Source: an optimization exercise on an open RTL-to-GDS flow (aim: small area and a short achievable clock period). Production flows keep margins and buffers that such runs may drop. Where RTL was checked, it was by simulation tests only, not by an equivalence proof against the original. For run 1, only the layout was checked, not whether the RTL still works. Power and IR drop assume default switching activity.

==> flow/design.v, too long to show whole: its modules and the start of the top module <==
// module flp32_mac_5stg: 5074 lines
// module fa1: 6 lines
module flp32_mac_5stg(
	clk,
	nrst,
	i_a,
	i_b,
	i_c,
	i_valid,
	o_p,
	o_sign,
	o_zero,
	o_nan,
	o_inf,
	o_valid
);
  // ...
==> flow/flow/run.sh <==
#!/bin/bash
export BUFFER_PORTS_ARGS="-buffer_cell sky130_fd_sc_hd__buf_2"
bash standard.sh > standard.log 2>&1
==> flow/standard.sh <==
#!/bin/bash
# synth_recipe.tcl (not shown) runs the flow's synth.tcl, then flattens the netlist and writes it again
# the make line also repeats each setting of config.mk as NAME=value (left out here)
make -C /OpenROAD-flow-scripts/flow DESIGN_CONFIG=/design/flow/config.mk WORK_HOME=/design/flow/orfs CLKGATE_MAP_FILE= SYNTH_SCRIPT=/design/flow/synth_recipe.tcl "${@:-finish}"
==> flow/config.mk <==
export PLATFORM = sky130hd
export DESIGN_NAME = flp32_mac_5stg
export DESIGN_NICKNAME = flp32_mac_5stg
export VERILOG_FILES = /design/flow/design.v
export SDC_FILE = /design/flow/constraint.sdc
export NUM_CORES = 4
export LEC_CHECK = 0
export CAP_MARGIN = 20
export CORE_MARGIN = 2
export CORE_UTILIZATION = 40
export CTS_BUF_LIST = sky130_fd_sc_hd__clkbuf_8
export SLEW_MARGIN = 65
export SYNTH_HIERARCHICAL = 1
export SYNTH_MINIMUM_KEEP_SIZE = 0
==> flow/constraint.sdc <==
create_clock -name core_clock -period 14.0 [get_ports {clk}]
set_input_delay 2.8000 -clock core_clock [delete_from_list [all_inputs] [get_ports {clk}]]
set_output_delay 2.8000 -clock core_clock [all_outputs]
set_load 0.01 [all_outputs]
==> reports/results.ini, run 1 <==
[outcome]
status = no timing/DRC/antenna violations

[cts]
clock-sinks = 635
cts_root_buffer = clkbuf_8
cts_buffer_depth = 3
insertion_delay_ns = 0.79
cts_resized = 0

[power_and_ir_drop]
p_seq_frac = 0.263
combinationalPower_mw = 6.72
p_switching_mw = 5.25
p_seq_mw = 3.06
p_leak_nw = 20.0

[critical_path]
max_stage_delay_ns = 0.57
rr_endpoint = r2_1[24]
r2r_slack_ns = 9.89
path_buf_inv = 3
critPathTopFamily = adder cells
start_kind = flop
crit_fanout = 13

[final_layout]
register_area_um2 = 12800
multi_input_area_um2 = 28400
buffers_excl_clock = 216
layout.cells.non_filler = 5926
nClkBuffers = 127
seq_cells = 635
largest_reg_flops = 49

[sta]
fin_tns_setup_ns = 0
finalCriticalPeriod_ns = 4.11

[placement]
dp.cells = 5729

[synthesis]
ys_top_cells_by_count = nand2_1 (678), dfxtp_1 (628), fa_1 (513)
yosysTopAreaCellShare = 0.292

[route]
ant_nets = 0
met1_length_mm = 51.6

[floorplanning]
core_um2 = 107000

[run]
timing.max_cap.violations = 0

==> run 2: changes to the inputs <==
--- a/flow/design.v
+++ b/flow/design.v
@@ -652,106 +652,106 @@
 wire t_pp568;
 wire t_pp569;
 wire t_pp570;
 wire t_pp571;
 wire t_pp572;
 wire t_pp573;
 wire t_pp574;
 wire t_pp575;
-wire t_hs576;
-wire t_hc577;
+wire t_fs576;
+wire t_fc577;
 wire t_fs578;
 wire t_fc579;
-wire t_hs580;
-wire t_hc581;
+wire t_fs580;
+wire t_fc581;
 wire t_fs582;
 wire t_fc583;
 wire t_fs584;
 wire t_fc585;
-wire t_hs586;
-wire t_hc587;
+wire t_fs586;
+wire t_fc587;
 wire t_fs588;
 wire t_fc589;
 wire t_fs590;
 wire t_fc591;
 wire t_fs592;
 wire t_fc593;
-wire t_hs594;
-wire t_hc595;
+wire t_fs594;
+wire t_fc595;
 wire t_fs596;
 wire t_fc597;
 wire t_fs598;
 wire t_fc599;
 wire t_fs600;
 wire t_fc601;
 wire t_fs602;
 wire t_fc603;
-wire t_hs604;
-wire t_hc605;
+wire t_fs604;
+wire t_fc605;
 wire t_fs606;
 wire t_fc607;
 wire t_fs608;
 wire t_fc609;
 wire t_fs610;
 wire t_fc611;
 wire t_fs612;
 wire t_fc613;
 wire t_fs614;
 wire t_fc615;
-wire t_hs616;
-wire t_hc617;
+wire t_fs616;
+wire t_fc617;
 wire t_fs618;
 wire t_fc619;
 wire t_fs620;
 wire t_fc621;
 wire t_fs622;
 wire t_fc623;
 wire t_fs624;
 wire t_fc625;
 wire t_fs626;
 wire t_fc627;
 wire t_fs628;
 wire t_fc629;
-wire t_hs630;
-wire t_hc631;
+wire t_fs630;
+wire t_fc631;
 wire t_fs632;
 wire t_fc633;
 wire t_fs634;
 wire t_fc635;
 wire t_fs636;
 wire t_fc637;
 wire t_fs638;
 wire t_fc639;
 wire t_fs640;
 wire t_fc641;
 wire t_fs642;
 wire t_fc643;
 wire t_fs644;
 wire t_fc645;
-wire t_hs646;
-wire t_hc647;
+wire t_fs646;
+wire t_fc647;
 wire t_fs648;
 wire t_fc649;
 wire t_fs650;
 wire t_fc651;
 wire t_fs652;
 wire t_fc653;
 wire t_fs654;
 wire t_fc655;
 wire t_fs656;
 wire t_fc657;
 wire t_fs658;
 wire t_fc659;
 wire t_fs660;
 wire t_fc661;
 wire t_fs662;
 wire t_fc663;
-wire t_hs664;
-wire t_hc665;
+wire t_fs664;
+wire t_fc665;
 wire t_fs666;
 wire t_fc667;
 wire t_fs668;
 wire t_fc669;
 wire t_fs670;
 wire t_fc671;
 wire t_fs672;
 wire t_fc673;
@@ -760,18 +760,18 @@
 wire t_fs676;
 wire t_fc677;
 wire t_fs678;
 wire t_fc679;
 wire t_fs680;
 wire t_fc681;
 wire t_fs682;
 wire t_fc683;
-wire t_hs684;
-wire t_hc685;
+wire t_fs684;
+wire t_fc685;
 wire t_fs686;
 wire t_fc687;
 wire t_fs688;
 wire t_fc689;
 wire t_fs690;
 wire t_fc691;
 wire t_fs692;
 wire t_fc693;
@@ -782,18 +782,18 @@
 wire t_fs698;
 wire t_fc699;
 wire t_fs700;
 wire t_fc701;
 wire t_fs702;
 wire t_fc703;
 wire t_fs704;
 wire t_fc705;
-wire t_hs706;
-wire t_hc707;
+wire t_fs706;
+wire t_fc707;
 wire t_fs708;
 wire t_fc709;
 wire t_fs710;
 wire t_fc711;
 wire t_fs712;
 wire t_fc713;
 wire t_fs714;
 wire t_fc715;
@@ -806,18 +806,18 @@
 wire t_fs722;
 wire t_fc723;
 wire t_fs724;
 wire t_fc725;
 wire t_fs726;
 wire t_fc727;
 wire t_fs728;
 wire t_fc729;
-wire t_hs730;
-wire t_hc731;
+wire t_fs730;
+wire t_fc731;
 wire t_fs732;
 wire t_fc733;
 wire t_fs734;
 wire t_fc735;
 wire t_fs736;
 wire t_fc737;
 wire t_fs738;
 wire t_fc739;
@@ -832,18 +832,18 @@
 wire t_fs748;
 wire t_fc749;
 wire t_fs750;
 wire t_fc751;
 wire t_fs752;
 wire t_fc753;
 wire t_fs754;
 wire t_fc755;
-wire t_hs756;
-wire t_hc757;
+wire t_fs756;
+wire t_fc757;
 wire t_fs758;
 wire t_fc759;
 wire t_fs760;
 wire t_fc761;
 wire t_fs762;
 wire t_fc763;
 wire t_fs764;
 wire t_fc765;
@@ -860,18 +860,18 @@
 wire t_fs776;
 wire t_fc777;
 wire t_fs778;
 wire t_fc779;
 wire t_fs780;
 wire t_fc781;
 wire t_fs782;
 wire t_fc783;
-wire t_hs784;
-wire t_hc785;
+wire t_fs784;
+wire t_fc785;
 wire t_fs786;
 wire t_fc787;
 wire t_fs788;
 wire t_fc789;
 wire t_fs790;
 wire t_fc791;
 wire t_fs792;
 wire t_fc793;
@@ -890,18 +890,18 @@
 wire t_fs806;
 wire t_fc807;
 wire t_fs808;
 wire t_fc809;
 wire t_fs810;
 wire t_fc811;
 wire t_fs812;
 wire t_fc813;
-wire t_hs814;
-wire t_hc815;
+wire t_fs814;
+wire t_fc815;
 wire t_fs816;
 wire t_fc817;
 wire t_fs818;
 wire t_fc819;
 wire t_fs820;
 wire t_fc821;
 wire t_fs822;
 wire t_fc823;
@@ -922,18 +922,18 @@
 wire t_fs838;
 wire t_fc839;
 wire t_fs840;
 wire t_fc841;
 wire t_fs842;
 wire t_fc843;
 wire t_fs844;
 wire t_fc845;
-wire t_hs846;
-wire t_hc847;
+wire t_fs846;
+wire t_fc847;
 wire t_fs848;
 wire t_fc849;
 wire t_fs850;
 wire t_fc851;
 wire t_fs852;
 wire t_fc853;
 wire t_fs854;
 wire t_fc855;
@@ -956,18 +956,18 @@
 wire t_fs872;
 wire t_fc873;
 wire t_fs874;
 wire t_fc875;
 wire t_fs876;
 wire t_fc877;
 wire t_fs878;
 wire t_fc879;
-wire t_hs880;
-wire t_hc881;
+wire t_fs880;
+wire t_fc881;
 wire t_fs882;
 wire t_fc883;
 wire t_fs884;
 wire t_fc885;
 wire t_fs886;
 wire t_fc887;
 wire t_fs888;
 wire t_fc889;
@@ -992,18 +992,18 @@
 wire t_fs908;
 wire t_fc909;
 wire t_fs910;
 wire t_fc911;
 wire t_fs912;
 wire t_fc913;
 wire t_fs914;
 wire t_fc915;
-wire t_hs916;
-wire t_hc917;
+wire t_fs916;
+wire t_fc917;
 wire t_fs918;
 wire t_fc919;
 wire t_fs920;
 wire t_fc921;
 wire t_fs922;
 wire t_fc923;
 wire t_fs924;
 wire t_fc925;
@@ -1030,18 +1030,18 @@
 wire t_fs946;
 wire t_fc947;
 wire t_fs948;
 wire t_fc949;
 wire t_fs950;
 wire t_fc951;
 wire t_fs952;
 wire t_fc953;
-wire t_hs954;
-wire t_hc955;
+wire t_fs954;
+wire t_fc955;
 wire t_fs956;
 wire t_fc957;
 wire t_fs958;
 wire t_fc959;
 wire t_fs960;
 wire t_fc961;
 wire t_fs962;
 wire t_fc963;
@@ -1070,18 +1070,18 @@
 wire t_fs986;
 wire t_fc987;
 wire t_fs988;
 wire t_fc989;
 wire t_fs990;
 wire t_fc991;
 wire t_fs992;
 wire t_fc993;
-wire t_hs994;
-wire t_hc995;
+wire t_fs994;
+wire t_fc995;
 wire t_fs996;
 wire t_fc997;
 wire t_fs998;
 wire t_fc999;
 wire t_fs1000;
 wire t_fc1001;
 wire t_fs1002;
 wire t_fc1003;
@@ -2151,186 +2151,169 @@
 assign t_pp568 = ~mx[15];
 assign t_pp569 = ~mx[16];
 assign t_pp570 = ~mx[17];
 assign t_pp571 = ~mx[18];
 assign t_pp572 = ~mx[19];
 assign t_pp573 = ~mx[20];
 assign t_pp574 = ~mx[21];
 assign t_pp575 = ~mx[22];
-assign t_hs576 = ~(t_pp4 ^ t_pp27);
-assign t_hc577 = t_pp4 | t_pp27;
+fa1 u_t_fs576(.a(t_pp4), .b(t_pp27), .c(t_pp50), .s(t_fs576), .co(t_fc577));
 fa1 u_t_fs578(.a(t_pp5), .b(t_pp28), .c(t_pp51), .s(t_fs578), .co(t_fc579));
-assign t_hs580 = ~(t_pp74 ^ t_pp97);
-assign t_hc581 = t_pp74 | t_pp97;
+fa1 u_t_fs580(.a(t_pp74), .b(t_pp97), .c(t_fc577), .s(t_fs580), .co(t_fc581));
 fa1 u_t_fs582(.a(t_pp6), .b(t_pp29), .c(t_pp52), .s(t_fs582), .co(t_fc583));
 fa1 u_t_fs584(.a(t_pp75), .b(t_pp98), .c(t_pp121), .s(t_fs584), .co(t_fc585));
-assign t_hs586 = ~(t_hc581 ^ t_fc579);
-assign t_hc587 = t_hc581 | t_fc579;
+fa1 u_t_fs586(.a(t_fc579), .b(t_fs582), .c(t_fs584), .s(t_fs586), .co(t_fc587));
 fa1 u_t_fs588(.a(t_pp7), .b(t_pp30), .c(t_pp53), .s(t_fs588), .co(t_fc589));
 fa1 u_t_fs590(.a(t_pp76), .b(t_pp99), .c(t_pp122), .s(t_fs590), .co(t_fc591));
 fa1 u_t_fs592(.a(t_pp145), .b(t_fc583), .c(t_fc585), .s(t_fs592), .co(t_fc593));
-assign t_hs594 = ~(t_fs588 ^ t_fs590);
-assign t_hc595 = t_fs588 | t_fs590;
+fa1 u_t_fs594(.a(t_fs588), .b(t_fs590), .c(t_fc587), .s(t_fs594), .co(t_fc595));
 fa1 u_t_fs596(.a(t_pp8), .b(t_pp31), .c(t_pp54), .s(t_fs596), .co(t_fc597));
 fa1 u_t_fs598(.a(t_pp77), .b(t_pp100), .c(t_pp123), .s(t_fs598), .co(t_fc599));
 fa1 u_t_fs600(.a(t_pp146), .b(t_pp169), .c(t_fc589), .s(t_fs600), .co(t_fc601));
 fa1 u_t_fs602(.a(t_fc591), .b(t_fs596), .c(t_fs598), .s(t_fs602), .co(t_fc603));
-assign t_hs604 = ~(t_fc593 ^ t_hc595);
-assign t_hc605 = t_fc593 | t_hc595;
+fa1 u_t_fs604(.a(t_fc593), .b(t_fs600), .c(t_fs602), .s(t_fs604), .co(t_fc605));
 fa1 u_t_fs606(.a(t_pp9), .b(t_pp32), .c(t_pp55), .s(t_fs606), .co(t_fc607));
 fa1 u_t_fs608(.a(t_pp78), .b(t_pp101), .c(t_pp124), .s(t_fs608), .co(t_fc609));
 fa1 u_t_fs610(.a(t_pp147), .b(t_pp170), .c(t_pp193), .s(t_fs610), .co(t_fc611));
 fa1 u_t_fs612(.a(t_fc597), .b(t_fc599), .c(t_fs606), .s(t_fs612), .co(t_fc613));
 fa1 u_t_fs614(.a(t_fs608), .b(t_fs610), .c(t_fc601), .s(t_fs614), .co(t_fc615));
-assign t_hs616 = ~(t_fc603 ^ t_fs612);
-assign t_hc617 = t_fc603 | t_fs612;
+fa1 u_t_fs616(.a(t_fc603), .b(t_fs612), .c(t_fs614), .s(t_fs616), .co(t_fc617));
 fa1 u_t_fs618(.a(t_pp10), .b(t_pp33), .c(t_pp56), .s(t_fs618), .co(t_fc619));
 fa1 u_t_fs620(.a(t_pp79), .b(t_pp102), .c(t_pp125), .s(t_fs620), .co(t_fc621));
 fa1 u_t_fs622(.a(t_pp148), .b(t_pp171), .c(t_pp194), .s(t_fs622), .co(t_fc623));
 fa1 u_t_fs624(.a(t_pp217), .b(t_fc607), .c(t_fc609), .s(t_fs624), .co(t_fc625));
 fa1 u_t_fs626(.a(t_fc611), .b(t_fs618), .c(t_fs620), .s(t_fs626), .co(t_fc627));
 fa1 u_t_fs628(.a(t_fs622), .b(t_fc613), .c(t_fs624), .s(t_fs628), .co(t_fc629));
-assign t_hs630 = ~(t_fs626 ^ t_fc615);
-assign t_hc631 = t_fs626 | t_fc615;
+fa1 u_t_fs630(.a(t_fs626), .b(t_fc615), .c(t_fs628), .s(t_fs630), .co(t_fc631));
 fa1 u_t_fs632(.a(t_pp11), .b(t_pp34), .c(t_pp57), .s(t_fs632), .co(t_fc633));
 fa1 u_t_fs634(.a(t_pp80), .b(t_pp103), .c(t_pp126), .s(t_fs634), .co(t_fc635));
 fa1 u_t_fs636(.a(t_pp149), .b(t_pp172), .c(t_pp195), .s(t_fs636), .co(t_fc637));
 fa1 u_t_fs638(.a(t_pp218), .b(t_pp241), .c(t_fc619), .s(t_fs638), .co(t_fc639));
 fa1 u_t_fs640(.a(t_fc621), .b(t_fc623), .c(t_fs632), .s(t_fs640), .co(t_fc641));
 fa1 u_t_fs642(.a(t_fs634), .b(t_fs636), .c(t_fc625), .s(t_fs642), .co(t_fc643));
 fa1 u_t_fs644(.a(t_fc627), .b(t_fs638), .c(t_fs640), .s(t_fs644), .co(t_fc645));
-assign t_hs646 = ~(t_fc629 ^ t_fs642);
-assign t_hc647 = t_fc629 | t_fs642;
+fa1 u_t_fs646(.a(t_fc629), .b(t_fs642), .c(t_fs644), .s(t_fs646), .co(t_fc647));
 fa1 u_t_fs648(.a(t_pp12), .b(t_pp35), .c(t_pp58), .s(t_fs648), .co(t_fc649));
 fa1 u_t_fs650(.a(t_pp81), .b(t_pp104), .c(t_pp127), .s(t_fs650), .co(t_fc651));
 fa1 u_t_fs652(.a(t_pp150), .b(t_pp173), .c(t_pp196), .s(t_fs652), .co(t_fc653));
 fa1 u_t_fs654(.a(t_pp219), .b(t_pp242), .c(t_pp265), .s(t_fs654), .co(t_fc655));
 fa1 u_t_fs656(.a(t_fc633), .b(t_fc635), .c(t_fc637), .s(t_fs656), .co(t_fc657));
 fa1 u_t_fs658(.a(t_fs648), .b(t_fs650), .c(t_fs652), .s(t_fs658), .co(t_fc659));
 fa1 u_t_fs660(.a(t_fs654), .b(t_fc639), .c(t_fc641), .s(t_fs660), .co(t_fc661));
 fa1 u_t_fs662(.a(t_fs656), .b(t_fs658), .c(t_fc643), .s(t_fs662), .co(t_fc663));
-assign t_hs664 = ~(t_fc645 ^ t_fs660);
-assign t_hc665 = t_fc645 | t_fs660;
+fa1 u_t_fs664(.a(t_fc645), .b(t_fs660), .c(t_fs662), .s(t_fs664), .co(t_fc665));
 fa1 u_t_fs666(.a(t_pp13), .b(t_pp36), .c(t_pp59), .s(t_fs666), .co(t_fc667));
 fa1 u_t_fs668(.a(t_pp82), .b(t_pp105), .c(t_pp128), .s(t_fs668), .co(t_fc669));
 fa1 u_t_fs670(.a(t_pp151), .b(t_pp174), .c(t_pp197), .s(t_fs670), .co(t_fc671));
 fa1 u_t_fs672(.a(t_pp220), .b(t_pp243), .c(t_pp266), .s(t_fs672), .co(t_fc673));
 fa1 u_t_fs674(.a(t_pp289), .b(t_fc649), .c(t_fc651), .s(t_fs674), .co(t_fc675));
 fa1 u_t_fs676(.a(t_fc653), .b(t_fc655), .c(t_fs666), .s(t_fs676), .co(t_fc677));
 fa1 u_t_fs678(.a(t_fs668), .b(t_fs670), .c(t_fs672), .s(t_fs678), .co(t_fc679));
 fa1 u_t_fs680(.a(t_fc657), .b(t_fc659), .c(t_fs674), .s(t_fs680), .co(t_fc681));
 fa1 u_t_fs682(.a(t_fs676), .b(t_fs678), .c(t_fc661), .s(t_fs682), .co(t_fc683));
-assign t_hs684 = ~(t_fs680 ^ t_fc663);
-assign t_hc685 = t_fs680 | t_fc663;
+fa1 u_t_fs684(.a(t_fs680), .b(t_fc663), .c(t_fs682), .s(t_fs684), .co(t_fc685));
 fa1 u_t_fs686(.a(t_pp14), .b(t_pp37), .c(t_pp60), .s(t_fs686), .co(t_fc687));
 fa1 u_t_fs688(.a(t_pp83), .b(t_pp106), .c(t_pp129), .s(t_fs688), .co(t_fc689));
 fa1 u_t_fs690(.a(t_pp152), .b(t_pp175), .c(t_pp198), .s(t_fs690), .co(t_fc691));
 fa1 u_t_fs692(.a(t_pp221), .b(t_pp244), .c(t_pp267), .s(t_fs692), .co(t_fc693));
 fa1 u_t_fs694(.a(t_pp290), .b(t_pp313), .c(t_fc667), .s(t_fs694), .co(t_fc695));
 fa1 u_t_fs696(.a(t_fc669), .b(t_fc671), .c(t_fc673), .s(t_fs696), .co(t_fc697));
 fa1 u_t_fs698(.a(t_fs686), .b(t_fs688), .c(t_fs690), .s(t_fs698), .co(t_fc699));
 fa1 u_t_fs700(.a(t_fs692), .b(t_fc675), .c(t_fc677), .s(t_fs700), .co(t_fc701));
 fa1 u_t_fs702(.a(t_fc679), .b(t_fs694), .c(t_fs696), .s(t_fs702), .co(t_fc703));
 fa1 u_t_fs704(.a(t_fs698), .b(t_fc681), .c(t_fs700), .s(t_fs704), .co(t_fc705));
-assign t_hs706 = ~(t_fs702 ^ t_fc683);
-assign t_hc707 = t_fs702 | t_fc683;
+fa1 u_t_fs706(.a(t_fs702), .b(t_fc683), .c(t_fs704), .s(t_fs706), .co(t_fc707));
 fa1 u_t_fs708(.a(t_pp15), .b(t_pp38), .c(t_pp61), .s(t_fs708), .co(t_fc709));
 fa1 u_t_fs710(.a(t_pp84), .b(t_pp107), .c(t_pp130), .s(t_fs710), .co(t_fc711));
 fa1 u_t_fs712(.a(t_pp153), .b(t_pp176), .c(t_pp199), .s(t_fs712), .co(t_fc713));
 fa1 u_t_fs714(.a(t_pp222), .b(t_pp245), .c(t_pp268), .s(t_fs714), .co(t_fc715));
 fa1 u_t_fs716(.a(t_pp291), .b(t_pp314), .c(t_pp337), .s(t_fs716), .co(t_fc717));
 fa1 u_t_fs718(.a(t_fc687), .b(t_fc689), .c(t_fc691), .s(t_fs718), .co(t_fc719));
 fa1 u_t_fs720(.a(t_fc693), .b(t_fs708), .c(t_fs710), .s(t_fs720), .co(t_fc721));
 fa1 u_t_fs722(.a(t_fs712), .b(t_fs714), .c(t_fs716), .s(t_fs722), .co(t_fc723));
 fa1 u_t_fs724(.a(t_fc695), .b(t_fc697), .c(t_fc699), .s(t_fs724), .co(t_fc725));
 fa1 u_t_fs726(.a(t_fs718), .b(t_fs720), .c(t_fs722), .s(t_fs726), .co(t_fc727));
 fa1 u_t_fs728(.a(t_fc701), .b(t_fc703), .c(t_fs724), .s(t_fs728), .co(t_fc729));
-assign t_hs730 = ~(t_fs726 ^ t_fc705);
-assign t_hc731 = t_fs726 | t_fc705;
+fa1 u_t_fs730(.a(t_fs726), .b(t_fc705), .c(t_fs728), .s(t_fs730), .co(t_fc731));
 fa1 u_t_fs732(.a(t_pp16), .b(t_pp39), .c(t_pp62), .s(t_fs732), .co(t_fc733));
 fa1 u_t_fs734(.a(t_pp85), .b(t_pp108), .c(t_pp131), .s(t_fs734), .co(t_fc735));
 fa1 u_t_fs736(.a(t_pp154), .b(t_pp177), .c(t_pp200), .s(t_fs736), .co(t_fc737));
 fa1 u_t_fs738(.a(t_pp223), .b(t_pp246), .c(t_pp269), .s(t_fs738), .co(t_fc739));
 fa1 u_t_fs740(.a(t_pp292), .b(t_pp315), .c(t_pp338), .s(t_fs740), .co(t_fc741));
 fa1 u_t_fs742(.a(t_pp361), .b(t_fc709), .c(t_fc711), .s(t_fs742), .co(t_fc743));
 fa1 u_t_fs744(.a(t_fc713), .b(t_fc715), .c(t_fc717), .s(t_fs744), .co(t_fc745));
 fa1 u_t_fs746(.a(t_fs732), .b(t_fs734), .c(t_fs736), .s(t_fs746), .co(t_fc747));
 fa1 u_t_fs748(.a(t_fs738), .b(t_fs740), .c(t_fc719), .s(t_fs748), .co(t_fc749));
 fa1 u_t_fs750(.a(t_fc721), .b(t_fc723), .c(t_fs742), .s(t_fs750), .co(t_fc751));
 fa1 u_t_fs752(.a(t_fs744), .b(t_fs746), .c(t_fc725), .s(t_fs752), .co(t_fc753));
 fa1 u_t_fs754(.a(t_fs748), .b(t_fc727), .c(t_fs750), .s(t_fs754), .co(t_fc755));
-assign t_hs756 = ~(t_fc729 ^ t_fs752);
-assign t_hc757 = t_fc729 | t_fs752;
+fa1 u_t_fs756(.a(t_fc729), .b(t_fs752), .c(t_fs754), .s(t_fs756), .co(t_fc757));
 fa1 u_t_fs758(.a(t_pp17), .b(t_pp40), .c(t_pp63), .s(t_fs758), .co(t_fc759));
 fa1 u_t_fs760(.a(t_pp86), .b(t_pp109), .c(t_pp132), .s(t_fs760), .co(t_fc761));
 fa1 u_t_fs762(.a(t_pp155), .b(t_pp178), .c(t_pp201), .s(t_fs762), .co(t_fc763));
 fa1 u_t_fs764(.a(t_pp224), .b(t_pp247), .c(t_pp270), .s(t_fs764), .co(t_fc765));
 fa1 u_t_fs766(.a(t_pp293), .b(t_pp316), .c(t_pp339), .s(t_fs766), .co(t_fc767));
 fa1 u_t_fs768(.a(t_pp362), .b(t_pp385), .c(t_fc733), .s(t_fs768), .co(t_fc769));
 fa1 u_t_fs770(.a(t_fc735), .b(t_fc737), .c(t_fc739), .s(t_fs770), .co(t_fc771));
 fa1 u_t_fs772(.a(t_fc741), .b(t_fs758), .c(t_fs760), .s(t_fs772), .co(t_fc773));
 fa1 u_t_fs774(.a(t_fs762), .b(t_fs764), .c(t_fs766), .s(t_fs774), .co(t_fc775));
 fa1 u_t_fs776(.a(t_fc743), .b(t_fc745), .c(t_fc747), .s(t_fs776), .co(t_fc777));
 fa1 u_t_fs778(.a(t_fs768), .b(t_fs770), .c(t_fs772), .s(t_fs778), .co(t_fc779));
 fa1 u_t_fs780(.a(t_fs774), .b(t_fc749), .c(t_fc751), .s(t_fs780), .co(t_fc781));
 fa1 u_t_fs782(.a(t_fs776), .b(t_fs778), .c(t_fc753), .s(t_fs782), .co(t_fc783));
-assign t_hs784 = ~(t_fc755 ^ t_fs780);
-assign t_hc785 = t_fc755 | t_fs780;
+fa1 u_t_fs784(.a(t_fc755), .b(t_fs780), .c(t_fs782), .s(t_fs784), .co(t_fc785));
 fa1 u_t_fs786(.a(t_pp18), .b(t_pp41), .c(t_pp64), .s(t_fs786), .co(t_fc787));
 fa1 u_t_fs788(.a(t_pp87), .b(t_pp110), .c(t_pp133), .s(t_fs788), .co(t_fc789));
 fa1 u_t_fs790(.a(t_pp156), .b(t_pp179), .c(t_pp202), .s(t_fs790), .co(t_fc791));
 fa1 u_t_fs792(.a(t_pp225), .b(t_pp248), .c(t_pp271), .s(t_fs792), .co(t_fc793));
 fa1 u_t_fs794(.a(t_pp294), .b(t_pp317), .c(t_pp340), .s(t_fs794), .co(t_fc795));
 fa1 u_t_fs796(.a(t_pp363), .b(t_pp386), .c(t_pp409), .s(t_fs796), .co(t_fc797));
 fa1 u_t_fs798(.a(t_fc759), .b(t_fc761), .c(t_fc763), .s(t_fs798), .co(t_fc799));
 fa1 u_t_fs800(.a(t_fc765), .b(t_fc767), .c(t_fs786), .s(t_fs800), .co(t_fc801));
 fa1 u_t_fs802(.a(t_fs788), .b(t_fs790), .c(t_fs792), .s(t_fs802), .co(t_fc803));
 fa1 u_t_fs804(.a(t_fs794), .b(t_fs796), .c(t_fc769), .s(t_fs804), .co(t_fc805));
 fa1 u_t_fs806(.a(t_fc771), .b(t_fc773), .c(t_fc775), .s(t_fs806), .co(t_fc807));
 fa1 u_t_fs808(.a(t_fs798), .b(t_fs800), .c(t_fs802), .s(t_fs808), .co(t_fc809));
 fa1 u_t_fs810(.a(t_fc777), .b(t_fs804), .c(t_fc779), .s(t_fs810), .co(t_fc811));
 fa1 u_t_fs812(.a(t_fs806), .b(t_fs808), .c(t_fc781), .s(t_fs812), .co(t_fc813));
-assign t_hs814 = ~(t_fs810 ^ t_fc783);
-assign t_hc815 = t_fs810 | t_fc783;
+fa1 u_t_fs814(.a(t_fs810), .b(t_fc783), .c(t_fs812), .s(t_fs814), .co(t_fc815));
 fa1 u_t_fs816(.a(t_pp19), .b(t_pp42), .c(t_pp65), .s(t_fs816), .co(t_fc817));
 fa1 u_t_fs818(.a(t_pp88), .b(t_pp111), .c(t_pp134), .s(t_fs818), .co(t_fc819));
 fa1 u_t_fs820(.a(t_pp157), .b(t_pp180), .c(t_pp203), .s(t_fs820), .co(t_fc821));
 fa1 u_t_fs822(.a(t_pp226), .b(t_pp249), .c(t_pp272), .s(t_fs822), .co(t_fc823));
 fa1 u_t_fs824(.a(t_pp295), .b(t_pp318), .c(t_pp341), .s(t_fs824), .co(t_fc825));
 fa1 u_t_fs826(.a(t_pp364), .b(t_pp387), .c(t_pp410), .s(t_fs826), .co(t_fc827));
 fa1 u_t_fs828(.a(t_pp433), .b(t_fc787), .c(t_fc789), .s(t_fs828), .co(t_fc829));
 fa1 u_t_fs830(.a(t_fc791), .b(t_fc793), .c(t_fc795), .s(t_fs830), .co(t_fc831));
 fa1 u_t_fs832(.a(t_fc797), .b(t_fs816), .c(t_fs818), .s(t_fs832), .co(t_fc833));
 fa1 u_t_fs834(.a(t_fs820), .b(t_fs822), .c(t_fs824), .s(t_fs834), .co(t_fc835));
 fa1 u_t_fs836(.a(t_fs826), .b(t_fc799), .c(t_fc801), .s(t_fs836), .co(t_fc837));
 fa1 u_t_fs838(.a(t_fc803), .b(t_fs828), .c(t_fs830), .s(t_fs838), .co(t_fc839));
 fa1 u_t_fs840(.a(t_fs832), .b(t_fs834), .c(t_fc805), .s(t_fs840), .co(t_fc841));
 fa1 u_t_fs842(.a(t_fc807), .b(t_fc809), .c(t_fs836), .s(t_fs842), .co(t_fc843));
 fa1 u_t_fs844(.a(t_fs838), .b(t_fs840), .c(t_fc811), .s(t_fs844), .co(t_fc845));
-assign t_hs846 = ~(t_fs842 ^ t_fc813);
-assign t_hc847 = t_fs842 | t_fc813;
+fa1 u_t_fs846(.a(t_fs842), .b(t_fc813), .c(t_fs844), .s(t_fs846), .co(t_fc847));
 fa1 u_t_fs848(.a(t_pp20), .b(t_pp43), .c(t_pp66), .s(t_fs848), .co(t_fc849));
 fa1 u_t_fs850(.a(t_pp89), .b(t_pp112), .c(t_pp135), .s(t_fs850), .co(t_fc851));
 fa1 u_t_fs852(.a(t_pp158), .b(t_pp181), .c(t_pp204), .s(t_fs852), .co(t_fc853));
 fa1 u_t_fs854(.a(t_pp227), .b(t_pp250), .c(t_pp273), .s(t_fs854), .co(t_fc855));
 fa1 u_t_fs856(.a(t_pp296), .b(t_pp319), .c(t_pp342), .s(t_fs856), .co(t_fc857));
 fa1 u_t_fs858(.a(t_pp365), .b(t_pp388), .c(t_pp411), .s(t_fs858), .co(t_fc859));
 fa1 u_t_fs860(.a(t_pp434), .b(t_pp457), .c(t_fc817), .s(t_fs860), .co(t_fc861));
 fa1 u_t_fs862(.a(t_fc819), .b(t_fc821), .c(t_fc823), .s(t_fs862), .co(t_fc863));
 fa1 u_t_fs864(.a(t_fc825), .b(t_fc827), .c(t_fs848), .s(t_fs864), .co(t_fc865));
 fa1 u_t_fs866(.a(t_fs850), .b(t_fs852), .c(t_fs854), .s(t_fs866), .co(t_fc867));
 fa1 u_t_fs868(.a(t_fs856), .b(t_fs858), .c(t_fc829), .s(t_fs868), .co(t_fc869));
 fa1 u_t_fs870(.a(t_fc831), .b(t_fc833), .c(t_fc835), .s(t_fs870), .co(t_fc871));
 fa1 u_t_fs872(.a(t_fs860), .b(t_fs862), .c(t_fs864), .s(t_fs872), .co(t_fc873));
 fa1 u_t_fs874(.a(t_fs866), .b(t_fc837), .c(t_fc839), .s(t_fs874), .co(t_fc875));
 fa1 u_t_fs876(.a(t_fs868), .b(t_fs870), .c(t_fs872), .s(t_fs876), .co(t_fc877));
 fa1 u_t_fs878(.a(t_fc841), .b(t_fc843), .c(t_fs874), .s(t_fs878), .co(t_fc879));
-assign t_hs880 = ~(t_fs876 ^ t_fc845);
-assign t_hc881 = t_fs876 | t_fc845;
+fa1 u_t_fs880(.a(t_fs876), .b(t_fc845), .c(t_fs878), .s(t_fs880), .co(t_fc881));
 fa1 u_t_fs882(.a(t_pp21), .b(t_pp44), .c(t_pp67), .s(t_fs882), .co(t_fc883));
 fa1 u_t_fs884(.a(t_pp90), .b(t_pp113), .c(t_pp136), .s(t_fs884), .co(t_fc885));
 fa1 u_t_fs886(.a(t_pp159), .b(t_pp182), .c(t_pp205), .s(t_fs886), .co(t_fc887));
 fa1 u_t_fs888(.a(t_pp228), .b(t_pp251), .c(t_pp274), .s(t_fs888), .co(t_fc889));
 fa1 u_t_fs890(.a(t_pp297), .b(t_pp320), .c(t_pp343), .s(t_fs890), .co(t_fc891));
 fa1 u_t_fs892(.a(t_pp366), .b(t_pp389), .c(t_pp412), .s(t_fs892), .co(t_fc893));
 fa1 u_t_fs894(.a(t_pp435), .b(t_pp458), .c(t_pp481), .s(t_fs894), .co(t_fc895));
 fa1 u_t_fs896(.a(t_fc849), .b(t_fc851), .c(t_fc853), .s(t_fs896), .co(t_fc897));
@@ -2338,18 +2321,17 @@
 fa1 u_t_fs900(.a(t_fs882), .b(t_fs884), .c(t_fs886), .s(t_fs900), .co(t_fc901));
 fa1 u_t_fs902(.a(t_fs888), .b(t_fs890), .c(t_fs892), .s(t_fs902), .co(t_fc903));
 fa1 u_t_fs904(.a(t_fs894), .b(t_fc861), .c(t_fc863), .s(t_fs904), .co(t_fc905));
 fa1 u_t_fs906(.a(t_fc865), .b(t_fc867), .c(t_fs896), .s(t_fs906), .co(t_fc907));
 fa1 u_t_fs908(.a(t_fs898), .b(t_fs900), .c(t_fs902), .s(t_fs908), .co(t_fc909));
 fa1 u_t_fs910(.a(t_fc869), .b(t_fc871), .c(t_fs904), .s(t_fs910), .co(t_fc911));
 fa1 u_t_fs912(.a(t_fc873), .b(t_fs906), .c(t_fs908), .s(t_fs912), .co(t_fc913));
 fa1 u_t_fs914(.a(t_fc875), .b(t_fs910), .c(t_fc877), .s(t_fs914), .co(t_fc915));
-assign t_hs916 = ~(t_fs912 ^ t_fc879);
-assign t_hc917 = t_fs912 | t_fc879;
+fa1 u_t_fs916(.a(t_fs912), .b(t_fc879), .c(t_fs914), .s(t_fs916), .co(t_fc917));
 fa1 u_t_fs918(.a(t_pp22), .b(t_pp45), .c(t_pp68), .s(t_fs918), .co(t_fc919));
 fa1 u_t_fs920(.a(t_pp91), .b(t_pp114), .c(t_pp137), .s(t_fs920), .co(t_fc921));
 fa1 u_t_fs922(.a(t_pp160), .b(t_pp183), .c(t_pp206), .s(t_fs922), .co(t_fc923));
 fa1 u_t_fs924(.a(t_pp229), .b(t_pp252), .c(t_pp275), .s(t_fs924), .co(t_fc925));
 fa1 u_t_fs926(.a(t_pp298), .b(t_pp321), .c(t_pp344), .s(t_fs926), .co(t_fc927));
 fa1 u_t_fs928(.a(t_pp367), .b(t_pp390), .c(t_pp413), .s(t_fs928), .co(t_fc929));
 fa1 u_t_fs930(.a(t_pp436), .b(t_pp459), .c(t_pp482), .s(t_fs930), .co(t_fc931));
 fa1 u_t_fs932(.a(t_pp505), .b(t_fc883), .c(t_fc885), .s(t_fs932), .co(t_fc933));
@@ -2358,18 +2340,17 @@
 fa1 u_t_fs938(.a(t_fs920), .b(t_fs922), .c(t_fs924), .s(t_fs938), .co(t_fc939));
 fa1 u_t_fs940(.a(t_fs926), .b(t_fs928), .c(t_fs930), .s(t_fs940), .co(t_fc941));
 fa1 u_t_fs942(.a(t_fc897), .b(t_fc899), .c(t_fc901), .s(t_fs942), .co(t_fc943));
 fa1 u_t_fs944(.a(t_fc903), .b(t_fs932), .c(t_fs934), .s(t_fs944), .co(t_fc945));
 fa1 u_t_fs946(.a(t_fs936), .b(t_fs938), .c(t_fs940), .s(t_fs946), .co(t_fc947));
 fa1 u_t_fs948(.a(t_fc905), .b(t_fc907), .c(t_fc909), .s(t_fs948), .co(t_fc949));
 fa1 u_t_fs950(.a(t_fs942), .b(t_fs944), .c(t_fs946), .s(t_fs950), .co(t_fc951));
 fa1 u_t_fs952(.a(t_fc911), .b(t_fc913), .c(t_fs948), .s(t_fs952), .co(t_fc953));
-assign t_hs954 = ~(t_fs950 ^ t_fc915);
-assign t_hc955 = t_fs950 | t_fc915;
+fa1 u_t_fs954(.a(t_fs950), .b(t_fc915), .c(t_fs952), .s(t_fs954), .co(t_fc955));
 fa1 u_t_fs956(.a(t_pp23), .b(t_pp46), .c(t_pp69), .s(t_fs956), .co(t_fc957));
 fa1 u_t_fs958(.a(t_pp92), .b(t_pp115), .c(t_pp138), .s(t_fs958), .co(t_fc959));
 fa1 u_t_fs960(.a(t_pp161), .b(t_pp184), .c(t_pp207), .s(t_fs960), .co(t_fc961));
 fa1 u_t_fs962(.a(t_pp230), .b(t_pp253), .c(t_pp276), .s(t_fs962), .co(t_fc963));
 fa1 u_t_fs964(.a(t_pp299), .b(t_pp322), .c(t_pp345), .s(t_fs964), .co(t_fc965));
 fa1 u_t_fs966(.a(t_pp368), .b(t_pp391), .c(t_pp414), .s(t_fs966), .co(t_fc967));
 fa1 u_t_fs968(.a(t_pp437), .b(t_pp460), .c(t_pp483), .s(t_fs968), .co(t_fc969));
 fa1 u_t_fs970(.a(t_pp506), .b(t_pp529), .c(t_fc919), .s(t_fs970), .co(t_fc971));
@@ -2379,18 +2360,17 @@
 fa1 u_t_fs978(.a(t_fs962), .b(t_fs964), .c(t_fs966), .s(t_fs978), .co(t_fc979));
 fa1 u_t_fs980(.a(t_fs968), .b(t_fc933), .c(t_fc935), .s(t_fs980), .co(t_fc981));
 fa1 u_t_fs982(.a(t_fc937), .b(t_fc939), .c(t_fc941), .s(t_fs982), .co(t_fc983));
 fa1 u_t_fs984(.a(t_fs970), .b(t_fs972), .c(t_fs974), .s(t_fs984), .co(t_fc985));
 fa1 u_t_fs986(.a(t_fs976), .b(t_fs978), .c(t_fc943), .s(t_fs986), .co(t_fc987));
 fa1 u_t_fs988(.a(t_fc945), .b(t_fs980), .c(t_fc947), .s(t_fs988), .co(t_fc989));
 fa1 u_t_fs990(.a(t_fs982), .b(t_fs984), .c(t_fc949), .s(t_fs990), .co(t_fc991));
 fa1 u_t_fs992(.a(t_fs986), .b(t_fc951), .c(t_fs988), .s(t_fs992), .co(t_fc993));
-assign t_hs994 = ~(t_fc953 ^ t_fs990);
-assign t_hc995 = t_fc953 | t_fs990;
+fa1 u_t_fs994(.a(t_fc953), .b(t_fs990), .c(t_fs992), .s(t_fs994), .co(t_fc995));
 fa1 u_t_fs996(.a(t_pp24), .b(t_pp47), .c(t_pp70), .s(t_fs996), .co(t_fc997));
 fa1 u_t_fs998(.a(t_pp93), .b(t_pp116), .c(t_pp139), .s(t_fs998), .co(t_fc999));
 fa1 u_t_fs1000(.a(t_pp162), .b(t_pp185), .c(t_pp208), .s(t_fs1000), .co(t_fc1001));
 fa1 u_t_fs1002(.a(t_pp231), .b(t_pp254), .c(t_pp277), .s(t_fs1002), .co(t_fc1003));
 fa1 u_t_fs1004(.a(t_pp300), .b(t_pp323), .c(t_pp346), .s(t_fs1004), .co(t_fc1005));
 fa1 u_t_fs1006(.a(t_pp369), .b(t_pp392), .c(t_pp415), .s(t_fs1006), .co(t_fc1007));
 fa1 u_t_fs1008(.a(t_pp438), .b(t_pp461), .c(t_pp484), .s(t_fs1008), .co(t_fc1009));
 fa1 u_t_fs1010(.a(t_pp507), .b(t_pp530), .c(t_pp553), .s(t_fs1010), .co(t_fc1011));
@@ -2644,79 +2624,79 @@
 assign t_r1[0] = 1'b1;
 assign t_r2[0] = 1'b1;
 assign t_r0[1] = t_pp2;
 assign t_r1[1] = t_pp25;
 assign t_r2[1] = 1'b1;
 assign t_r0[2] = t_pp3;
 assign t_r1[2] = t_pp26;
 assign t_r2[2] = t_pp49;
-assign t_r0[3] = t_pp50;
-assign t_r1[3] = t_pp73;
-assign t_r2[3] = t_hs576;
-assign t_r0[4] = t_hc577;
-assign t_r1[4] = t_hs580;
-assign t_r2[4] = t_fs578;
-assign t_r0[5] = t_fs582;
-assign t_r1[5] = t_fs584;
-assign t_r2[5] = t_hs586;
-assign t_r0[6] = t_hc587;
-assign t_r1[6] = t_hs594;
-assign t_r2[6] = t_fs592;
-assign t_r0[7] = t_fs600;
-assign t_r1[7] = t_fs602;
-assign t_r2[7] = t_hs604;
-assign t_r0[8] = t_hc605;
-assign t_r1[8] = t_fs614;
-assign t_r2[8] = t_hs616;
-assign t_r0[9] = t_hc617;
-assign t_r1[9] = t_fs628;
-assign t_r2[9] = t_hs630;
-assign t_r0[10] = t_hc631;
-assign t_r1[10] = t_fs644;
-assign t_r2[10] = t_hs646;
-assign t_r0[11] = t_hc647;
-assign t_r1[11] = t_fs662;
-assign t_r2[11] = t_hs664;
-assign t_r0[12] = t_hc665;
-assign t_r1[12] = t_fs682;
-assign t_r2[12] = t_hs684;
-assign t_r0[13] = t_hc685;
-assign t_r1[13] = t_fs704;
-assign t_r2[13] = t_hs706;
-assign t_r0[14] = t_fs728;
-assign t_r1[14] = t_hc707;
-assign t_r2[14] = t_hs730;
-assign t_r0[15] = t_fs754;
-assign t_r1[15] = t_hc731;
-assign t_r2[15] = t_hs756;
-assign t_r0[16] = t_hc757;
-assign t_r1[16] = t_hs784;
-assign t_r2[16] = t_fs782;
-assign t_r0[17] = t_hc785;
-assign t_r1[17] = t_fs812;
-assign t_r2[17] = t_hs814;
-assign t_r0[18] = t_fs844;
-assign t_r1[18] = t_hc815;
-assign t_r2[18] = t_hs846;
-assign t_r0[19] = t_fs878;
-assign t_r1[19] = t_hc847;
-assign t_r2[19] = t_hs880;
-assign t_r0[20] = t_fs914;
-assign t_r1[20] = t_hc881;
-assign t_r2[20] = t_hs916;
-assign t_r0[21] = t_fs952;
-assign t_r1[21] = t_hc917;
-assign t_r2[21] = t_hs954;
-assign t_r0[22] = t_fs992;
-assign t_r1[22] = t_hc955;
-assign t_r2[22] = t_hs994;
-assign t_r0[23] = t_hc995;
-assign t_r1[23] = t_hs1036;
-assign t_r2[23] = t_fs1034;
+assign t_r0[3] = t_pp73;
+assign t_r1[3] = t_fs576;
+assign t_r2[3] = 1'b1;
+assign t_r0[4] = t_fs578;
+assign t_r1[4] = t_fs580;
+assign t_r2[4] = 1'b1;
+assign t_r0[5] = t_fc581;
+assign t_r1[5] = t_fs586;
+assign t_r2[5] = 1'b1;
+assign t_r0[6] = t_fs592;
+assign t_r1[6] = t_fs594;
+assign t_r2[6] = 1'b1;
+assign t_r0[7] = t_fc595;
+assign t_r1[7] = t_fs604;
+assign t_r2[7] = 1'b1;
+assign t_r0[8] = t_fc605;
+assign t_r1[8] = t_fs616;
+assign t_r2[8] = 1'b1;
+assign t_r0[9] = t_fc617;
+assign t_r1[9] = t_fs630;
+assign t_r2[9] = 1'b1;
+assign t_r0[10] = t_fc631;
+assign t_r1[10] = t_fs646;
+assign t_r2[10] = 1'b1;
+assign t_r0[11] = t_fc647;
+assign t_r1[11] = t_fs664;
+assign t_r2[11] = 1'b1;
+assign t_r0[12] = t_fc665;
+assign t_r1[12] = t_fs684;
+assign t_r2[12] = 1'b1;
+assign t_r0[13] = t_fc685;
+assign t_r1[13] = t_fs706;
+assign t_r2[13] = 1'b1;
+assign t_r0[14] = t_fc707;
+assign t_r1[14] = t_fs730;
+assign t_r2[14] = 1'b1;
+assign t_r0[15] = t_fc731;
+assign t_r1[15] = t_fs756;
+assign t_r2[15] = 1'b1;
+assign t_r0[16] = t_fc757;
+assign t_r1[16] = t_fs784;
+assign t_r2[16] = 1'b1;
+assign t_r0[17] = t_fc785;
+assign t_r1[17] = t_fs814;
+assign t_r2[17] = 1'b1;
+assign t_r0[18] = t_fc815;
+assign t_r1[18] = t_fs846;
+assign t_r2[18] = 1'b1;
+assign t_r0[19] = t_fc847;
+assign t_r1[19] = t_fs880;
+assign t_r2[19] = 1'b1;
+assign t_r0[20] = t_fc881;
+assign t_r1[20] = t_fs916;
+assign t_r2[20] = 1'b1;
+assign t_r0[21] = t_fc917;
+assign t_r1[21] = t_fs954;
+assign t_r2[21] = 1'b1;
+assign t_r0[22] = t_fc955;
+assign t_r1[22] = t_fs994;
+assign t_r2[22] = 1'b1;
+assign t_r0[23] = t_hs1036;
+assign t_r1[23] = t_fs1034;
+assign t_r2[23] = t_fc995;
 assign t_r0[24] = t_hc1037;
 assign t_r1[24] = t_fs1076;
 assign t_r2[24] = t_hs1078;
 assign t_r0[25] = t_fc1077;
 assign t_r1[25] = t_hc1079;
 assign t_r2[25] = t_fs1118;
 assign t_r0[26] = t_fs1154;
 assign t_r1[26] = t_fc1119;
@@ -2804,56 +2784,56 @@
 	f_inf1 <= f_inf;
 	f_sn1 <= f_sn;
 	f_zz1 <= f_zz;
 	f_nan1 <= f_nan;
 end
 wire [47:0] ns, nc;
 wire u_fs1;
 wire u_fc2;
-wire u_fs3;
-wire u_fc4;
-wire u_fs5;
-wire u_fc6;
-wire u_fs7;
-wire u_fc8;
-wire u_fs9;
-wire u_fc10;
-wire u_fs11;
-wire u_fc12;
-wire u_fs13;
-wire u_fc14;
-wire u_fs15;
-wire u_fc16;
-wire u_fs17;
-wire u_fc18;
-wire u_fs19;
-wire u_fc20;
-wire u_fs21;
-wire u_fc22;
-wire u_fs23;
-wire u_fc24;
-wire u_fs25;
-wire u_fc26;
-wire u_fs27;
-wire u_fc28;
-wire u_fs29;
-wire u_fc30;
-wire u_fs31;
-wire u_fc32;
-wire u_fs33;
-wire u_fc34;
-wire u_fs35;
-wire u_fc36;
-wire u_fs37;
-wire u_fc38;
-wire u_fs39;
-wire u_fc40;
-wire u_fs41;
-wire u_fc42;
+wire u_hs3;
+wire u_hc4;
+wire u_hs5;
+wire u_hc6;
+wire u_hs7;
+wire u_hc8;
+wire u_hs9;
+wire u_hc10;
+wire u_hs11;
+wire u_hc12;
+wire u_hs13;
+wire u_hc14;
+wire u_hs15;
+wire u_hc16;
+wire u_hs17;
+wire u_hc18;
+wire u_hs19;
+wire u_hc20;
+wire u_hs21;
+wire u_hc22;
+wire u_hs23;
+wire u_hc24;
+wire u_hs25;
+wire u_hc26;
+wire u_hs27;
+wire u_hc28;
+wire u_hs29;
+wire u_hc30;
+wire u_hs31;
+wire u_hc32;
+wire u_hs33;
+wire u_hc34;
+wire u_hs35;
+wire u_hc36;
+wire u_hs37;
+wire u_hc38;
+wire u_hs39;
+wire u_hc40;
+wire u_hs41;
+wire u_hc42;
 wire u_fs43;
 wire u_fc44;
 wire u_fs45;
 wire u_fc46;
 wire u_fs47;
 wire u_fc48;
 wire u_fs49;
 wire u_fc50;
@@ -2891,36 +2871,56 @@
 wire u_fc82;
 wire u_fs83;
 wire u_fc84;
 wire u_fs85;
 wire u_fc86;
 wire u_fs87;
 wire u_fc88;
 fa1 u_u_fs1(.a(r0_1[2]), .b(r1_1[2]), .c(r2_1[2]), .s(u_fs1), .co(u_fc2));
-fa1 u_u_fs3(.a(r0_1[3]), .b(r1_1[3]), .c(r2_1[3]), .s(u_fs3), .co(u_fc4));
-fa1 u_u_fs5(.a(r0_1[4]), .b(r1_1[4]), .c(r2_1[4]), .s(u_fs5), .co(u_fc6));
-fa1 u_u_fs7(.a(r0_1[5]), .b(r1_1[5]), .c(r2_1[5]), .s(u_fs7), .co(u_fc8));
-fa1 u_u_fs9(.a(r0_1[6]), .b(r1_1[6]), .c(r2_1[6]), .s(u_fs9), .co(u_fc10));
-fa1 u_u_fs11(.a(r0_1[7]), .b(r1_1[7]), .c(r2_1[7]), .s(u_fs11), .co(u_fc12));
-fa1 u_u_fs13(.a(r0_1[8]), .b(r1_1[8]), .c(r2_1[8]), .s(u_fs13), .co(u_fc14));
-fa1 u_u_fs15(.a(r0_1[9]), .b(r1_1[9]), .c(r2_1[9]), .s(u_fs15), .co(u_fc16));
-fa1 u_u_fs17(.a(r0_1[10]), .b(r1_1[10]), .c(r2_1[10]), .s(u_fs17), .co(u_fc18));
-fa1 u_u_fs19(.a(r0_1[11]), .b(r1_1[11]), .c(r2_1[11]), .s(u_fs19), .co(u_fc20));
-fa1 u_u_fs21(.a(r0_1[12]), .b(r1_1[12]), .c(r2_1[12]), .s(u_fs21), .co(u_fc22));
-fa1 u_u_fs23(.a(r0_1[13]), .b(r1_1[13]), .c(r2_1[13]), .s(u_fs23), .co(u_fc24));
-fa1 u_u_fs25(.a(r0_1[14]), .b(r1_1[14]), .c(r2_1[14]), .s(u_fs25), .co(u_fc26));
-fa1 u_u_fs27(.a(r0_1[15]), .b(r1_1[15]), .c(r2_1[15]), .s(u_fs27), .co(u_fc28));
-fa1 u_u_fs29(.a(r0_1[16]), .b(r1_1[16]), .c(r2_1[16]), .s(u_fs29), .co(u_fc30));
-fa1 u_u_fs31(.a(r0_1[17]), .b(r1_1[17]), .c(r2_1[17]), .s(u_fs31), .co(u_fc32));
-fa1 u_u_fs33(.a(r0_1[18]), .b(r1_1[18]), .c(r2_1[18]), .s(u_fs33), .co(u_fc34));
-fa1 u_u_fs35(.a(r0_1[19]), .b(r1_1[19]), .c(r2_1[19]), .s(u_fs35), .co(u_fc36));
-fa1 u_u_fs37(.a(r0_1[20]), .b(r1_1[20]), .c(r2_1[20]), .s(u_fs37), .co(u_fc38));
-fa1 u_u_fs39(.a(r0_1[21]), .b(r1_1[21]), .c(r2_1[21]), .s(u_fs39), .co(u_fc40));
-fa1 u_u_fs41(.a(r0_1[22]), .b(r1_1[22]), .c(r2_1[22]), .s(u_fs41), .co(u_fc42));
+assign u_hs3 = ~(r0_1[3] ^ r1_1[3]);
+assign u_hc4 = r0_1[3] | r1_1[3];
+assign u_hs5 = ~(r0_1[4] ^ r1_1[4]);
+assign u_hc6 = r0_1[4] | r1_1[4];
+assign u_hs7 = ~(r0_1[5] ^ r1_1[5]);
+assign u_hc8 = r0_1[5] | r1_1[5];
+assign u_hs9 = ~(r0_1[6] ^ r1_1[6]);
+assign u_hc10 = r0_1[6] | r1_1[6];
+assign u_hs11 = ~(r0_1[7] ^ r1_1[7]);
+assign u_hc12 = r0_1[7] | r1_1[7];
+assign u_hs13 = ~(r0_1[8] ^ r1_1[8]);
+assign u_hc14 = r0_1[8] | r1_1[8];
+assign u_hs15 = ~(r0_1[9] ^ r1_1[9]);
+assign u_hc16 = r0_1[9] | r1_1[9];
+assign u_hs17 = ~(r0_1[10] ^ r1_1[10]);
+assign u_hc18 = r0_1[10] | r1_1[10];
+assign u_hs19 = ~(r0_1[11] ^ r1_1[11]);
+assign u_hc20 = r0_1[11] | r1_1[11];
+assign u_hs21 = ~(r0_1[12] ^ r1_1[12]);
+assign u_hc22 = r0_1[12] | r1_1[12];
+assign u_hs23 = ~(r0_1[13] ^ r1_1[13]);
+assign u_hc24 = r0_1[13] | r1_1[13];
+assign u_hs25 = ~(r0_1[14] ^ r1_1[14]);
+assign u_hc26 = r0_1[14] | r1_1[14];
+assign u_hs27 = ~(r0_1[15] ^ r1_1[15]);
+assign u_hc28 = r0_1[15] | r1_1[15];
+assign u_hs29 = ~(r0_1[16] ^ r1_1[16]);
+assign u_hc30 = r0_1[16] | r1_1[16];
+assign u_hs31 = ~(r0_1[17] ^ r1_1[17]);
+assign u_hc32 = r0_1[17] | r1_1[17];
+assign u_hs33 = ~(r0_1[18] ^ r1_1[18]);
+assign u_hc34 = r0_1[18] | r1_1[18];
+assign u_hs35 = ~(r0_1[19] ^ r1_1[19]);
+assign u_hc36 = r0_1[19] | r1_1[19];
+assign u_hs37 = ~(r0_1[20] ^ r1_1[20]);
+assign u_hc38 = r0_1[20] | r1_1[20];
+assign u_hs39 = ~(r0_1[21] ^ r1_1[21]);
+assign u_hc40 = r0_1[21] | r1_1[21];
+assign u_hs41 = ~(r0_1[22] ^ r1_1[22]);
+assign u_hc42 = r0_1[22] | r1_1[22];
 fa1 u_u_fs43(.a(r0_1[23]), .b(r1_1[23]), .c(r2_1[23]), .s(u_fs43), .co(u_fc44));
 fa1 u_u_fs45(.a(r0_1[24]), .b(r1_1[24]), .c(r2_1[24]), .s(u_fs45), .co(u_fc46));
 fa1 u_u_fs47(.a(r0_1[25]), .b(r1_1[25]), .c(r2_1[25]), .s(u_fs47), .co(u_fc48));
 fa1 u_u_fs49(.a(r0_1[26]), .b(r1_1[26]), .c(r2_1[26]), .s(u_fs49), .co(u_fc50));
 fa1 u_u_fs51(.a(r0_1[27]), .b(r1_1[27]), .c(r2_1[27]), .s(u_fs51), .co(u_fc52));
 fa1 u_u_fs53(.a(r0_1[28]), .b(r1_1[28]), .c(r2_1[28]), .s(u_fs53), .co(u_fc54));
 fa1 u_u_fs55(.a(r0_1[29]), .b(r1_1[29]), .c(r2_1[29]), .s(u_fs55), .co(u_fc56));
 fa1 u_u_fs57(.a(r0_1[30]), .b(r1_1[30]), .c(r2_1[30]), .s(u_fs57), .co(u_fc58));
@@ -2940,58 +2940,58 @@
 fa1 u_u_fs85(.a(r0_1[44]), .b(r1_1[44]), .c(r2_1[44]), .s(u_fs85), .co(u_fc86));
 fa1 u_u_fs87(.a(r0_1[45]), .b(r1_1[45]), .c(r2_1[45]), .s(u_fs87), .co(u_fc88));
 assign ns[0] = r0_1[0];
 assign nc[0] = 1'b1;
 assign ns[1] = r0_1[1];
 assign nc[1] = r1_1[1];
 assign ns[2] = u_fs1;
 assign nc[2] = 1'b1;
-assign ns[3] = u_fs3;
+assign ns[3] = u_hs3;
 assign nc[3] = u_fc2;
-assign ns[4] = u_fs5;
-assign nc[4] = u_fc4;
-assign ns[5] = u_fs7;
-assign nc[5] = u_fc6;
-assign ns[6] = u_fs9;
-assign nc[6] = u_fc8;
-assign ns[7] = u_fs11;
-assign nc[7] = u_fc10;
-assign ns[8] = u_fs13;
-assign nc[8] = u_fc12;
-assign ns[9] = u_fs15;
-assign nc[9] = u_fc14;
-assign ns[10] = u_fs17;
-assign nc[10] = u_fc16;
-assign ns[11] = u_fs19;
-assign nc[11] = u_fc18;
-assign ns[12] = u_fs21;
-assign nc[12] = u_fc20;
-assign ns[13] = u_fs23;
-assign nc[13] = u_fc22;
-assign ns[14] = u_fs25;
-assign nc[14] = u_fc24;
-assign ns[15] = u_fs27;
-assign nc[15] = u_fc26;
-assign ns[16] = u_fs29;
-assign nc[16] = u_fc28;
-assign ns[17] = u_fs31;
-assign nc[17] = u_fc30;
-assign ns[18] = u_fs33;
-assign nc[18] = u_fc32;
-assign ns[19] = u_fs35;
-assign nc[19] = u_fc34;
-assign ns[20] = u_fs37;
-assign nc[20] = u_fc36;
-assign ns[21] = u_fs39;
-assign nc[21] = u_fc38;
-assign ns[22] = u_fs41;
-assign nc[22] = u_fc40;
+assign ns[4] = u_hs5;
+assign nc[4] = u_hc4;
+assign ns[5] = u_hs7;
+assign nc[5] = u_hc6;
+assign ns[6] = u_hs9;
+assign nc[6] = u_hc8;
+assign ns[7] = u_hs11;
+assign nc[7] = u_hc10;
+assign ns[8] = u_hs13;
+assign nc[8] = u_hc12;
+assign ns[9] = u_hs15;
+assign nc[9] = u_hc14;
+assign ns[10] = u_hs17;
+assign nc[10] = u_hc16;
+assign ns[11] = u_hs19;
+assign nc[11] = u_hc18;
+assign ns[12] = u_hs21;
+assign nc[12] = u_hc20;
+assign ns[13] = u_hs23;
+assign nc[13] = u_hc22;
+assign ns[14] = u_hs25;
+assign nc[14] = u_hc24;
+assign ns[15] = u_hs27;
+assign nc[15] = u_hc26;
+assign ns[16] = u_hs29;
+assign nc[16] = u_hc28;
+assign ns[17] = u_hs31;
+assign nc[17] = u_hc30;
+assign ns[18] = u_hs33;
+assign nc[18] = u_hc32;
+assign ns[19] = u_hs35;
+assign nc[19] = u_hc34;
+assign ns[20] = u_hs37;
+assign nc[20] = u_hc36;
+assign ns[21] = u_hs39;
+assign nc[21] = u_hc38;
+assign ns[22] = u_hs41;
+assign nc[22] = u_hc40;
 assign ns[23] = u_fs43;
-assign nc[23] = u_fc42;
+assign nc[23] = u_hc42;
 assign ns[24] = u_fs45;
 assign nc[24] = u_fc44;
 assign ns[25] = u_fs47;
 assign nc[25] = u_fc46;
 assign ns[26] = u_fs49;
 assign nc[26] = u_fc48;
 assign ns[27] = u_fs51;
 assign nc[27] = u_fc50;
--- a/flow/config.mk
+++ b/flow/config.mk
@@ -4,11 +4,12 @@
 export VERILOG_FILES = /design/flow/design.v
 export SDC_FILE = /design/flow/constraint.sdc
 export NUM_CORES = 4
 export LEC_CHECK = 0
 export CAP_MARGIN = 20
 export CORE_MARGIN = 2
 export CORE_UTILIZATION = 40
 export CTS_BUF_LIST = sky130_fd_sc_hd__clkbuf_8
+export CTS_CLUSTER_SIZE = 20
 export SLEW_MARGIN = 65
 export SYNTH_HIERARCHICAL = 1
 export SYNTH_MINIMUM_KEEP_SIZE = 0
==> run 2 against run 1 <==
Against the previous run:
- still clean on timing, DRC and antenna
- die area fell by 0.69%
- register-to-register slack improved by 0.14 ns
- final cell count fell by 0.35%
- combinational power fell by 0.7%
==> reports/results.ini, run 2 <==
[synthesis]
synth_top_family_by_area = adder cells  ; unchanged
yosysMostFrequentCell = nand2_1  ; unchanged
synth_top_cell_by_area = dfxtp_1  ; unchanged
synth_fa_ha_area_frac = 0.320  ; was 0.317
synth_warnings = 7  ; unchanged
synthFlopType = dfxtp_1  ; unchanged
synthesis.area_um2 = 42700  ; was 43000 um^2
yosysTopAreaCellShare = 0.285  ; was 0.292
syn_nets = 5197  ; was 5199
synth_edf_count = 0  ; unchanged
async_reset_ff_frac = 0.0114  ; was 0.0110
yosys_register_bits = 615  ; was 635
synth-simple-area-share = 0.123  ; was 0.121
seq_area_frac_synth = 0.289  ; was 0.296
ys_top_cells_by_count = nand2_1 (718), dfxtp_1 (608), fa_1 (513)  ; was nand2_1 (678), dfxtp_1 (628), fa_1 (513)
ys_types = 84  ; was 82
avgSynthCellArea_um2 = 9.89  ; was 9.96 um^2
synthTopCellsByArea = dfxtp_1 (29%), fa_1 (24%), ha_1 (7.9%), nand2_1 (6.3%), mux2i_1 (4.5%)  ; was dfxtp_1 (29%), fa_1 (24%), ha_1 (7.8%), nand2_1 (5.9%), mux2i_1 (4.7%)
synth_xor_xnor_area_share = 0.0529  ; was 0.0495
synth_cells = 4316  ; was 4318
synth_compound_area_frac = 0.105  ; was 0.103
synthMuxAreaShare = 0.0561  ; was 0.0622

[route]
ant_nets = 0  ; unchanged
route.detailed.drc = 0  ; unchanged
dr.pass1.iters = 6  ; unchanged
totalWireLength_mm = 120  ; was 123 mm
drt_iter0_markers = 2258  ; was 2355
post_drt_via_cell_ratio = 5.33  ; about the same
num_vias = 31446  ; was 31598
wl_per_cell_um = 20.4  ; was 20.8 um

[sta]
tightest_slew_ns = 0.568  ; was 0.495 ns
finClkSkew_ns = 0.0409  ; was 0.0589 ns
fin_tns_setup_ns = 0  ; unchanged
max_freq_mhz = 247  ; was 243 MHz
slew_viol_final = 0  ; unchanged
worst_hold_slack_ns = 0.325  ; was 0.319 ns
rsz0062_at_grt = false  ; unchanged
finalCriticalPeriod_ns = 4.05  ; was 4.11 ns
setup_viol = 0  ; unchanged
period_share = 0.289  ; was 0.293
max_slew_margin = 0.620  ; was 0.668
hold_viol = 0  ; unchanged

[critical_path]
cpMaxStageDelayCell = dfxtp_1  ; was fa_1
worst_setup_path_end_kind = output pin  ; was flop
cp_cell_sequence = buf_2  ; was buf_4 -> nand2_1 -> fa_1 -> fa_1 -> fa_1 -> fa_1 -> fa_1 -> fa_1 -> inv_1 -> ha_1 -> inv_1
critPathTopFamily = flip-flops  ; was adder cells
crit_fanout = 1  ; was 13
cp_data_required_time_ns = 11.20  ; was 14.73 ns
path_buf_inv = 1  ; was 3
crit_arrival_ns = 1.25  ; was 4.84 ns
max_stage_delay_ns = 0.32  ; was 0.57 ns
start_kind = flop  ; unchanged
crit_type = flop to output pin  ; was flop to flop

[power_and_ir_drop]
p_leak_nw = 19.9  ; was 20.0 nW
p_seq_frac = 0.262  ; was 0.263
sw_frac_of_total = 0.451  ; was 0.452
p_switching_mw = 5.19  ; was 5.25 mW
p_comb_frac = 0.579  ; about the same
vdd.ir_drop.worst_v = 0.000134  ; was 0.000143 V
pwr_density_cell_nw_per_um2 = 242  ; about the same
intPower_mw = 6.33  ; was 6.37 mW
total_power_mw = 11.5  ; was 11.6 mW
clkPwrFrac = 0.159  ; was 0.158

[floorplanning]
die_area_um2 = 109000  ; was 110000 um^2
io_pins = 136  ; unchanged
fp.dieH_um = 331  ; was 332 um
core_um2 = 106000  ; was 107000 um^2
rows = 119  ; was 120
die_w_um = 331  ; was 332 um
start_util = 0.405  ; was 0.402

[cts]
hold_buffers = 0  ; unchanged
cts_buffers = 104  ; was 106
cts.clk_slew.worst_paths_ns = 0.06  ; about the same
cts_buffer_depth = 3  ; unchanged
cts_setup_buffers = 0  ; unchanged
h-tree-depth = 3  ; unchanged
clock-sinks = 615  ; was 635
cts_resized = 0  ; unchanged
cts_tree = done  ; unchanged
cts_root_buffer = clkbuf_8  ; unchanged
insertion_delay_ns = 0.80  ; was 0.79 ns

[global_routing]
grt_pass1_wl_mm = 187  ; was 189 mm
grt_usage = 0.221  ; was 0.220
grt_overflow = 0  ; unchanged
grt_max_degree = 71  ; was 77
antenna_found_initial = 3  ; was 1
grt_pass1_vias = 32865  ; was 32752

[final_layout]
fin_util = 0.452  ; was 0.449
num-fill-cells = 10003  ; was 10294
final_common_cell = nand2_1  ; unchanged
largest_reg_flops = 49  ; unchanged
nets = 5307  ; was 5318
register_area_um2 = 12400  ; was 12800 um^2
largest_register = a_sg4  ; unchanged
layout.cells.non_filler = 5905  ; was 5926
multi_input_area_um2 = 28300  ; was 28400 um^2
drive_gt1_frac = 0.112  ; was 0.115
final_cell_mix = nand2_1 (716), dfxtp_1 (592), fa_1 (513)  ; was nand2_1 (676), dfxtp_1 (612), fa_1 (513)
syn_to_final_growth_pct = 11.7  ; about the same

[placement]
dp.cells = 5706  ; was 5729
portBuffers = 135  ; unchanged
dp_hpwl_mm = 90.3  ; was 92.3 mm
gp_congestion = 0.935  ; was 0.944

[min_path]
hp-class = flop to flop  ; unchanged

[outcome]
status = no timing/DRC/antenna violations  ; unchanged

[run]
timing.max_cap.violations = 0  ; unchanged

-- run 2: final cells by class --
type / count / share of cell area
multi-input combinational: 3109 / 0.594
sequential: 615 / 0.259
clock buffer: 127 / 0.0366
tap: 1391 / 0.0365
inverter: 379 / 0.0299
timing repair buffer: 217 / 0.0284
clock inverter: 65 / 0.0147
antenna: 2 / 0.000105
-- run 2: Yosys stat by module, one instance, submodules excluded --
module / cells / cell area, um^2 / copies in the design / flip-flops and latches
flp32_mac_5stg: 3832 / 33000 / 1 / 615
fa1: 1 / 20.0 / 484 / 0
-- run 2: cell families after synthesis --
group,Yosys count
simple gates,1167
fa+ha+maj,784
compound gates,672
flops,615
buf+inv,592
xor+xnor,257
mux,229
-- run 2: through the flow --
step	worst slack (ns)	cell area (um^2)
6_report	9.95	47700
5_1_grt	9.86	47700
4_1_cts	9.86	47600
3_5_place_dp	9.42	45100
3_3_place_gp	9.42	44800
2_1_floorplan	9.73	42700
-- run 2: path summary, 6_finish.rpt --
check                           end  slack, ns  startpoint  depth (start not counted)
hold / removal                a_sn5       0.32       a_sn4                          0
setup reg to reg           r2_1[24]      10.03     fb0[14]                         11
max in group asynchronous    vld[6]      11.99        nrst                          1
hold reg to reg               a_sn5       0.32       a_sn4                          0
min in group asynchronous    vld[4]       1.85        nrst                          1
setup / recovery            o_p[23]       9.95     o_p[23]                          1
-- run 2: power by group through the flow --
stage	logic [mW]	clock network [mW]	registers, mW
final	6.67	1.83	3.02
after floorplan	4.83	0	2.77
after detailed placement	6.63	0	3.06
after global placement	6.47	0	3.05
after CTS	6.66	1.88	3.02
after global routing	7.45	1.96	3.08
-- run 2: per-layer routing --
layer	global-route usage	wire, um	share of wire
met3	0.0379	7070	0.059
met2	0.372	57400	0.48
met4	0.106	6130	0.051
met1	0.274	49800	0.41
met5	0	9	0.000075

-- what the ideal ports hide --
The results above use ideal ports. As a check the final layouts listed here were re-extracted and re-timed, cells and wires unchanged. Step 1, drivers: a clkbuf_16 drives clk and a buf_2 each remaining input, both assumed. Step 2 adds t to the input delays and takes it off the output delays; t is the mean of the earliest and latest rising clock arrival at the registers after step 1. Input paths then give back, and output paths get back, about the clock's delay inside the block. Slacks: no drivers / after step 1 / after step 2; pairs: no drivers / after step 1.
run	t, ns	setup WS [ns]	worst setup path at the end	latest minus earliest clock arrival (ns)
run 1	0.832	9.892 / 9.862 / 9.464	input to register	0.061 / 0.061
run 2	0.847	9.954 / 9.887 / 9.377	input to register	0.045 / 0.045
After both steps every run listed still meets setup and hold. For run 2, which loses most, drivers alone change the setup slack by -0.067 ns; drivers and shift together by -0.577 ns.
